This design comes from an exercise in tuning for small area on the open sky130 flow, not from production work. Only simulation tests tie the RTL to the original design; equivalence was not proved. Power is estimated from default activity; no workload was simulated.

Setup of P:
// ALUUnit
module ALUUnit(clock, ALUOp, funct, a, b, result, zero, carryOut);
Size: about 66 flip-flops, roughly 110 I/O pins.
Settings: LEC_CHECK=0, CAP_MARGIN=20, CORE_MARGIN=2, CORE_UTILIZATION=40, SLEW_MARGIN=20; clock period 5.0 ns.
standard.sh (not shown) runs the stock make flow with config.mk's settings and CLKGATE_MAP_FILE= SYNTH_SCRIPT=/design/flow/synth_recipe.tcl, a recipe that flattens the netlist after the stock synthesis.
==> flow/flow/run.sh <==
#!/bin/bash
# Standard ORFS layout with three changes: synthesis maps the logic with
# an area-oriented ABC script (flow/synth.abc) in place of ORFS's speed
# script (the registers come out as in the standard synthesis), the port
# buffers use the smallest buffer, and CTS builds its tree from clkbuf_4
# without dummy loads.
set -euo pipefail
export BUFFER_PORTS_ARGS="-buffer_cell sky130_fd_sc_hd__buf_1"
export CTS_ARGS="-sink_clustering_enable -repair_clock_nets -dont_use_dummy_load -buf_list sky130_fd_sc_hd__clkbuf_4"
export MY_ABC_SCRIPT=$PWD/flow/synth.abc
# synth_recipe.tcl with ORFS's ABC script swapped for flow/synth.abc
{
  head -n 1 synth_recipe.tcl
  cat flow/abc_override.tcl
  tail -n +2 synth_recipe.tcl
} > my_synth.tcl
sed -e "s#$PWD/synth_recipe.tcl#$PWD/my_synth.tcl#g" standard.sh > my_standard.sh
grep -q my_synth.tcl my_standard.sh
bash my_standard.sh finish > standard_flow.log 2>&1
==> flow/flow/abc_override.tcl <==
proc abc {args} {
  set i [lsearch -exact $args -script]
  if { $i >= 0 } { lset args [expr {$i + 1}] $::env(MY_ABC_SCRIPT) }
  yosys abc {*}$args
}
==> flow/flow/synth.abc <==
&get -n
&st
&dch
&nf -R 20 -p -E 100
&put
> inputs changed (P -> Q)
==> flow/flow/synth.abc <==
&get -n
&st
&dch
&nf -R 10 -p -E 100
&put
Looking at capture point of the critical path, the carryQ$_DFFE_PP_ result is from Q; the resultQ[31]$_DFF_P_ one comes from P. Compared with P, in Q power share of the clock group went down by 0.2 points, combinational share of power lower, routed wire length level, fmax higher.
### Q -> R
Settings: setting GPL_TIMING_DRIVEN to 0 for the first time.
==> flow/flow/synth.abc <==
&get -n
&st
&dch
&nf -R 1000 -p -E 100
&put
==> summary.txt <==
- R -> Q: number of flip-flops and latches delta 0, exact match
- Q → R: final area has increased, area fraction of clock buffers and clock inverters saw little to no change, synthesized cell count now larger, area after synthesis lost 13 um^2.
- Cell count: R vs Q identical
- Routed length on met3: R vs Q down 0.57%
- Looking at R and Q, the horizontal extent of the die is a wash.
- Q has lower worst path required time than R.
- From Q to R the numbers moved as follows: maximum frequency went down by about 6%, signed area change from the synthesized netlist to the final layout went up by 0.95 points.
Changes in S relative to R:
Settings: GPL_TIMING_DRIVEN no longer set, was 0; CORE_UTILIZATION now 30, was 40.
### Flow results
- S and R ended up with nearly the same setup TNS.
- Compared with R, in S combinational share of power +0.2 points; count of non-filler cells in the finished layout +7.7%; via count +about 1.6%; insertion delay to the later sink of the worst-skew pair +0.02 ns; period utilization +2.0 points.
- Per the comparison of S with R, global-route track usage on met3 +1.3 points; design area higher; count of inserted antenna diode cells was more or less identical; total power draw barely changed.
Setup changes, S to T
Settings: CORE_UTILIZATION now 40, was 30.
==> flow/flow/synth.abc <==
&get -n
&st
&dch
&nf -R 1000 -p
&put
Notes after the runs:
On cell count: between S and T, it ends up higher for S. T vs. S: pre-CTS worst setup slack increased by 0.34 ns relative to the old numbers, number of buffer and inverter stages on the critical path saw a decrease. Looking at total half-perimeter wirelength after legalization and detailed placement across S and T, the one that comes out higher is S. T -> S: final total power flat. Area after synthesis (T vs. S) increases slightly. Changes observed in T relative to S: final critical path time including I/O delays and setup down 0.41 ns; worst hold margin lost 0.0034 ns; sequential fraction of total cell area shows an increase of 0.32 points; post-route cell area went down.

========
Setup of run 1:
ALUUnit, a different RTL version from the one above (not shown whole).
Size: about 350 cells after synthesis, ~110 I/O pins, ~0.0033 sq mm of cells after synthesis.
clock: 5.0 ns
lec_check: 0
cap_margin: 20
core_margin: 2
core_utilization: 40
slew_margin: 20
==> flow/flow/run.sh <==
#!/bin/bash
# Standard ORFS layout with three changes: the combinational logic of the
# standard synthesis is re-mapped by ABC for area (registers untouched),
# the port buffers use the smallest buffer, and CTS builds its tree from
# clkbuf_4 without dummy loads.
set -euo pipefail
export BUFFER_PORTS_ARGS="-buffer_cell sky130_fd_sc_hd__buf_1"
export CTS_ARGS="-sink_clustering_enable -repair_clock_nets -dont_use_dummy_load -buf_list sky130_fd_sc_hd__clkbuf_4"
R=orfs/results/${FLOW_PLATFORM}/ALUUnit/base
bash standard.sh synth > standard_synth.log 2>&1
cp $R/1_2_yosys.v $R/1_2_yosys_std.v
LIB=$FLOW_HOME/platforms/sky130hd/lib/sky130_fd_sc_hd__tt_025C_1v80.lib
DU=""
for c in $(grep -oE "cell *\( *\"?sky130_fd_sc_hd__(lpflow|probe)[a-z0-9_]*" $LIB | grep -oE "sky130_fd_sc_hd__\w+"); do DU="$DU -dont_use $c"; done
YOSYS=${YOSYS_EXE:-yosys}
$YOSYS -p "read_liberty -ignore_miss_func $LIB; \
  setattr -mod -set blackbox 1 sky130_fd_sc_hd__dfxtp_1 sky130_fd_sc_hd__edfxtp_1 sky130_fd_sc_hd__ha_1 sky130_fd_sc_hd__fa_1 sky130_fd_sc_hd__conb_1; \
  read_verilog $R/1_2_yosys_std.v; hierarchy -top $FLOW_TOP; flatten; opt -purge; \
  abc -liberty $LIB -script $PWD/flow/remap.abc $DU; \
  opt_clean -purge; rename -hide w:*.*; stat -liberty $LIB; \
  write_verilog -noattr -nohex -nodec $R/1_2_yosys.v" > remap.log 2>&1
rm -f $R/1_synth.odb $R/1_synth.sdc
bash standard.sh finish > standard_finish.log 2>&1
==> flow/flow/remap.abc <==
&get -n
&st
&syn2
&dch -f
&nf -R 30 -p
&put
Changes in run 2 relative to run 1:
==> flow/run.sh (new file) <==
#!/bin/bash
# synth_recipe.tcl (not shown) runs the flow's synth.tcl, then flattens the netlist and writes it again
# the make line also repeats each setting of config.mk as NAME=value (left out here)
make -C /OpenROAD-flow-scripts/flow DESIGN_CONFIG=/design/flow/config.mk WORK_HOME=/design/flow/orfs CLKGATE_MAP_FILE= SYNTH_SCRIPT=/design/flow/synth_recipe.tcl finish
removed: flow/flow/run.sh
removed: flow/flow/remap.abc
removed: flow/standard.sh
## What came out
Total routing resource utilization after global routing came out higher on run 2 than on run 1. Taking run 1 as 1.0, run 2 lands at 1.07 on fill cell instance count of the final layout. Run 2 gives less critical path buffer and inverter count than run 1 did. Between run 2 and run 1, it is run 2 whose wire length of the first global-routing pass is higher, by 20%. Compared with run 1, in run 2 top achievable clock speed now sits higher; worst setup slack has increased; summed area of non-filler cells in the final layout went up by 28%. Against run 1, run 2 comes in about 12% higher on floorplan core area. Run 2 vs run 1, core utilization went up by 6.9 points. Compared with run 1, run 2 shows power consumed by combinational cells that has gone up by more than a quarter.
### run 2 -> run 3
==> flow/flow/run.sh (new file) <==
#!/bin/bash
# Standard ORFS layout with three changes: synthesis maps the logic with
# an area-oriented ABC script (flow/synth.abc) in place of ORFS's speed
# script (the registers come out as in the standard synthesis), the port
# buffers use the smallest buffer, and CTS builds its tree from clkbuf_4
# without dummy loads.
set -euo pipefail
export BUFFER_PORTS_ARGS="-buffer_cell sky130_fd_sc_hd__buf_1"
export CTS_ARGS="-sink_clustering_enable -repair_clock_nets -dont_use_dummy_load -buf_list sky130_fd_sc_hd__clkbuf_4"
export MY_ABC_SCRIPT=$PWD/flow/synth.abc
# synth_recipe.tcl with ORFS's ABC script swapped for flow/synth.abc
{
  head -n 1 synth_recipe.tcl
  cat flow/abc_override.tcl
  tail -n +2 synth_recipe.tcl
} > my_synth.tcl
sed -e "s#$PWD/synth_recipe.tcl#$PWD/my_synth.tcl#g" standard.sh > my_standard.sh
grep -q my_synth.tcl my_standard.sh
bash my_standard.sh finish > standard_flow.log 2>&1
==> flow/flow/abc_override.tcl (new file) <==
proc abc {args} {
  set i [lsearch -exact $args -script]
  if { $i >= 0 } { lset args [expr {$i + 1}] $::env(MY_ABC_SCRIPT) }
  yosys abc {*}$args
}
==> flow/flow/synth.abc (new file) <==
&get -n
&st
&dch
&nf -R 1000 -p
&put
==> flow/standard.sh (new file) <==
#!/bin/bash
# synth_recipe.tcl (not shown) runs the flow's synth.tcl, then flattens the netlist and writes it again
# the make line also repeats each setting of config.mk as NAME=value (left out here)
make -C /OpenROAD-flow-scripts/flow DESIGN_CONFIG=/design/flow/config.mk WORK_HOME=/design/flow/orfs CLKGATE_MAP_FILE= SYNTH_SCRIPT=/design/flow/synth_recipe.tcl "${@:-finish}"
removed: flow/run.sh
Findings:
- Run 2 was larger in final cell area than run 3.
- Run 3 against run 2: area of combinational cells with multiple inputs decreased about 10%; die area fell 700 sq um; post-layout minimum cycle time fell by 210 ps.

========
== wip/raven ==
ALUUnit, a different RTL version from the one above (not shown whole).
Size in the first run: roughly 310 cells after synthesis, roughly 66 flip-flops, ~110 I/O pins.
Settings: LEC_CHECK=0, CAP_MARGIN=20, CORE_MARGIN=2, CORE_UTILIZATION=40, GPL_ROUTABILITY_DRIVEN=0, GPL_TIMING_DRIVEN=0, SLEW_MARGIN=20; clock period 5.0 ns.
==> flow/flow/run.sh <==
#!/bin/bash
# Standard ORFS layout with three changes: synthesis maps the logic with
# an area-oriented ABC script (flow/synth.abc) in place of ORFS's speed
# script (the registers come out as in the standard synthesis), the port
# buffers use the smallest buffer, and CTS builds its tree from clkbuf_4
# without dummy loads.
set -euo pipefail
export BUFFER_PORTS_ARGS="-buffer_cell sky130_fd_sc_hd__buf_1"
export CTS_ARGS="-sink_clustering_enable -repair_clock_nets -dont_use_dummy_load -buf_list sky130_fd_sc_hd__clkbuf_4"
export RECOVER_POWER=100
export MY_ABC_SCRIPT=$PWD/flow/synth.abc
# synth_recipe.tcl with ORFS's ABC script swapped for flow/synth.abc
{
  head -n 1 synth_recipe.tcl
  cat flow/abc_override.tcl
  tail -n +2 synth_recipe.tcl
} > my_synth.tcl
sed -e "s#$PWD/synth_recipe.tcl#$PWD/my_synth.tcl#g" standard.sh > my_standard.sh
grep -q my_synth.tcl my_standard.sh
bash my_standard.sh finish > standard_flow.log 2>&1
==> flow/flow/abc_override.tcl <==
proc abc {args} {
  set i [lsearch -exact $args -script]
  if { $i >= 0 } { lset args [expr {$i + 1}] $::env(MY_ABC_SCRIPT) }
  yosys abc {*}$args
}
==> flow/flow/synth.abc <==
&get -n
&st
&dch -f
&nf -R 0 -p -E 100
&put
wip/raven: no failed stages, no open violations at the end
Inputs modified between wip/raven and wip/willow:
- SLEW_MARGIN: 20 -> 0
- GPL_ROUTABILITY_DRIVEN: 0 -> unset
- CAP_MARGIN: 20 -> 0
- GPL_TIMING_DRIVEN: 0 -> unset
Results
Timing, DRC, antenna: 0 failures across wip/willow and wip/raven
Against wip/raven, wip/willow reports a maximum net fanout on the critical path that is lower.
[wip/willow vs wip/raven] critical path depth: higher in wip/willow
wip/willow vs. wip/raven: final instance count without filler cells went up by about 0.8%.
Diff wip/raven..wip/willow | sequential cell area in the final layout | negligible
wip/willow and wip/raven ended up with nearly the same placed standard-cell area.
Share of the clock period used by the worst path ends up higher on wip/raven.
On part of the power in combinational logic, wip/willow and wip/raven are neck and neck.
Between wip/willow and wip/raven, the design area figures differ only marginally.
wip/willow ended up with a higher portion of total power attributed to sequential cells than wip/raven did.
What wip/cedar does differently from wip/willow at the input level:
- a change of SLEW_MARGIN from 0 to 20
- a change of CAP_MARGIN from 0 to 20
-- flow/flow/run.sh --
<<< wip/willow, line 8
export BUFFER_PORTS_ARGS="-buffer_cell sky130_fd_sc_hd__buf_1"
export CTS_ARGS="-sink_clustering_enable -repair_clock_nets -dont_use_dummy_load -buf_list sky130_fd_sc_hd__clkbuf_4"
export RECOVER_POWER=100
export MY_ABC_SCRIPT=$PWD/flow/synth.abc
# synth_recipe.tcl with ORFS's ABC script swapped for flow/synth.abc
>>> wip/cedar, line 8
export BUFFER_PORTS_ARGS="-buffer_cell sky130_fd_sc_hd__buf_1"
export CTS_ARGS="-sink_clustering_enable -repair_clock_nets -dont_use_dummy_load -buf_list sky130_fd_sc_hd__clkbuf_4"
export MY_ABC_SCRIPT=$PWD/flow/synth.abc
# synth_recipe.tcl with ORFS's ABC script swapped for flow/synth.abc
==> flow/flow/synth.abc <==
&get -n
&st
&dch
&nf -R 0 -p -E 100
&st
&dch
&nf -R 0 -p -E 100
&put
## What came out
- Mapped cell area: wip/cedar worse than wip/willow
- Where internal power is concerned, wip/willow is outperformed by wip/cedar.
- From wip/willow to wip/cedar the numbers moved as follows: overall via count from detail_route shrank by about 1%; combinational power share shrank by 0.5 points.
- wip/cedar ends up with higher global-route usage than wip/willow does.
- Overall power consumption delta for wip/cedar relative to wip/willow: about 3.4% lower
- On cell area, wip/cedar does worse than wip/willow.
- wip/cedar has portion of the post-synthesis area used by sequential elements below what wip/willow had.
- Cells: wip/cedar has more instances than wip/willow
- | power per unit of standard cell area | higher: wip/willow |
Relative to wip/cedar, the following input files were edited for wip/lagoon:
==> flow/flow/run.sh <==
#!/bin/bash
# Standard ORFS layout with four changes: synthesis maps the logic with an
# area-oriented ABC script (flow/synth.abc) in place of ORFS's speed script
# (the registers come out as in the standard synthesis), the port buffers
# use the smallest buffer, CTS builds its tree from clkbuf_4 without dummy
# loads, and global routing's power recovery downsizes gates off the
# critical paths. Each tool's output is in the ORFS logs under orfs/logs;
# make's own output is in standard_flow.log.
set -euo pipefail
export BUFFER_PORTS_ARGS="-buffer_cell sky130_fd_sc_hd__buf_1"
export CTS_ARGS="-sink_clustering_enable -repair_clock_nets -dont_use_dummy_load -buf_list sky130_fd_sc_hd__clkbuf_4"
export RECOVER_POWER=100
export MY_ABC_SCRIPT=$PWD/flow/synth.abc
# synth_recipe.tcl with ORFS's ABC script swapped for flow/synth.abc
{
  head -n 1 synth_recipe.tcl
  cat flow/abc_override.tcl
  tail -n +2 synth_recipe.tcl
} > my_synth.tcl
sed -e "s#$PWD/synth_recipe.tcl#$PWD/my_synth.tcl#g" standard.sh > my_standard.sh
grep -q my_synth.tcl my_standard.sh
bash my_standard.sh finish > standard_flow.log 2>&1
==> flow/flow/synth.abc <==
&get -n
&st
&dch -f
&nf -R 0 -p -E 100
&put
Notes after the runs:
- Per the comparison of wip/lagoon with wip/cedar, critical path depth picked up an extra 2, portion of the layout cell area used by clock cells neither gained nor lost much, area growth from synthesis to layout lost 0.87 points, global-route usage lost 0.43 points.
## Diff of input files: wip/tundra against wip/lagoon
==> flow/flow/run.sh <==
#!/bin/bash
# Standard ORFS layout with three changes: synthesis maps the logic with
# an area-oriented ABC script (flow/synth.abc) in place of ORFS's speed
# script (the registers come out as in the standard synthesis), the port
# buffers use the smallest buffer, and CTS builds its tree from clkbuf_4
# without dummy loads.
set -euo pipefail
export BUFFER_PORTS_ARGS="-buffer_cell sky130_fd_sc_hd__buf_1"
export CTS_ARGS="-sink_clustering_enable -repair_clock_nets -dont_use_dummy_load -buf_list sky130_fd_sc_hd__clkbuf_4"
export MY_ABC_SCRIPT=$PWD/flow/synth.abc
# synth_recipe.tcl with ORFS's ABC script swapped for flow/synth.abc
{
  head -n 1 synth_recipe.tcl
  cat flow/abc_override.tcl
  tail -n +2 synth_recipe.tcl
} > my_synth.tcl
sed -e "s#$PWD/synth_recipe.tcl#$PWD/my_synth.tcl#g" standard.sh > my_standard.sh
grep -q my_synth.tcl my_standard.sh
bash my_standard.sh finish > standard_flow.log 2>&1
--- outcome ---
- Min routed length per instance across wip/tundra and wip/lagoon: wip/lagoon
- [compare] base=wip/lagoon new=wip/tundra: power after layout held; total clock buffers created by CTS held.
- Diff wip/tundra..wip/lagoon | via count normalized by instance count | negligible
- Looking at shortest clock period the worst path allows after layout across both flows, wip/tundra is the stronger of the two, with wip/lagoon trailing.
Changes in wip/violet relative to wip/tundra:
==> flow/flow/synth.abc <==
&get -n
&st
&dch
&nf -R 0 -p -E 100
&put
--- outcome ---
Compared wip/tundra against wip/violet; flip-flop and latch share of the layout cell area within noise.
For die area, wip/violet and wip/tundra come out practically identical.
Compared to wip/tundra, wip/violet leaves less free space in the core.
Re clock buffer count from CTS: no difference whatsoever between wip/violet and wip/tundra.
Endpoint arrival time on the critical path: wip/violet lower than wip/tundra
Delta(proportion of power drawn by flip-flops and latches, wip/violet - wip/tundra) < 0
Sort wip/violet and wip/tundra by post-route cell area, descending, and wip/violet comes first.
Between wip/tundra and wip/violet, worst setup slack increased.

## re-timing with driven ports
The results above use ideal ports. As a check the final layouts listed here were re-extracted and re-timed, cells and wires unchanged.
Step 1 assumes that a clkbuf_16 drives the clock port and a buf_2 every other input.
Step 2, shift: input delay + t, output delay - t, t = (earliest + latest rising clock arrival at the registers) / 2. This alone moves slack from input paths to output paths.
Slacks: ideal / step 1 / step 2; pairs: ideal / step 1.
run	t, ns	setup WS [ns]	worst data-port slew with drivers (ns)
P	0.397	0.427 / 0.432 / 0.034	0.04
Q	0.404	0.668 / 0.674 / 0.270	0.05
R	0.392	0.375 / 0.380 / -0.012	0.03
S	0.427	0.276 / 0.284 / -0.143	0.04
T	0.396	0.681 / 0.688 / 0.291	0.03
run 1	0.414	0.661 / 0.667 / 0.253	0.04
run 2	0.353	0.750 / 0.756 / 0.403	0.05
run 3	0.405	0.959 / 0.964 / 0.558	0.04
wip/raven	0.416	0.250 / 0.258 / -0.159	0.04
wip/willow	0.403	0.815 / 0.822 / 0.419	0.04
wip/cedar	0.411	0.746 / 0.751 / 0.340	0.03
wip/lagoon	0.403	0.815 / 0.822 / 0.419	0.04
wip/tundra	0.400	0.819 / 0.827 / 0.426	0.04
wip/violet	0.410	0.827 / 0.833 / 0.422	0.03
Met with ideal ports but missed after step 2: setup timing in R, S and wip/raven. The setup slack of S, which loses most, moves by +0.008 ns with the drivers and by -0.419 ns with both steps.
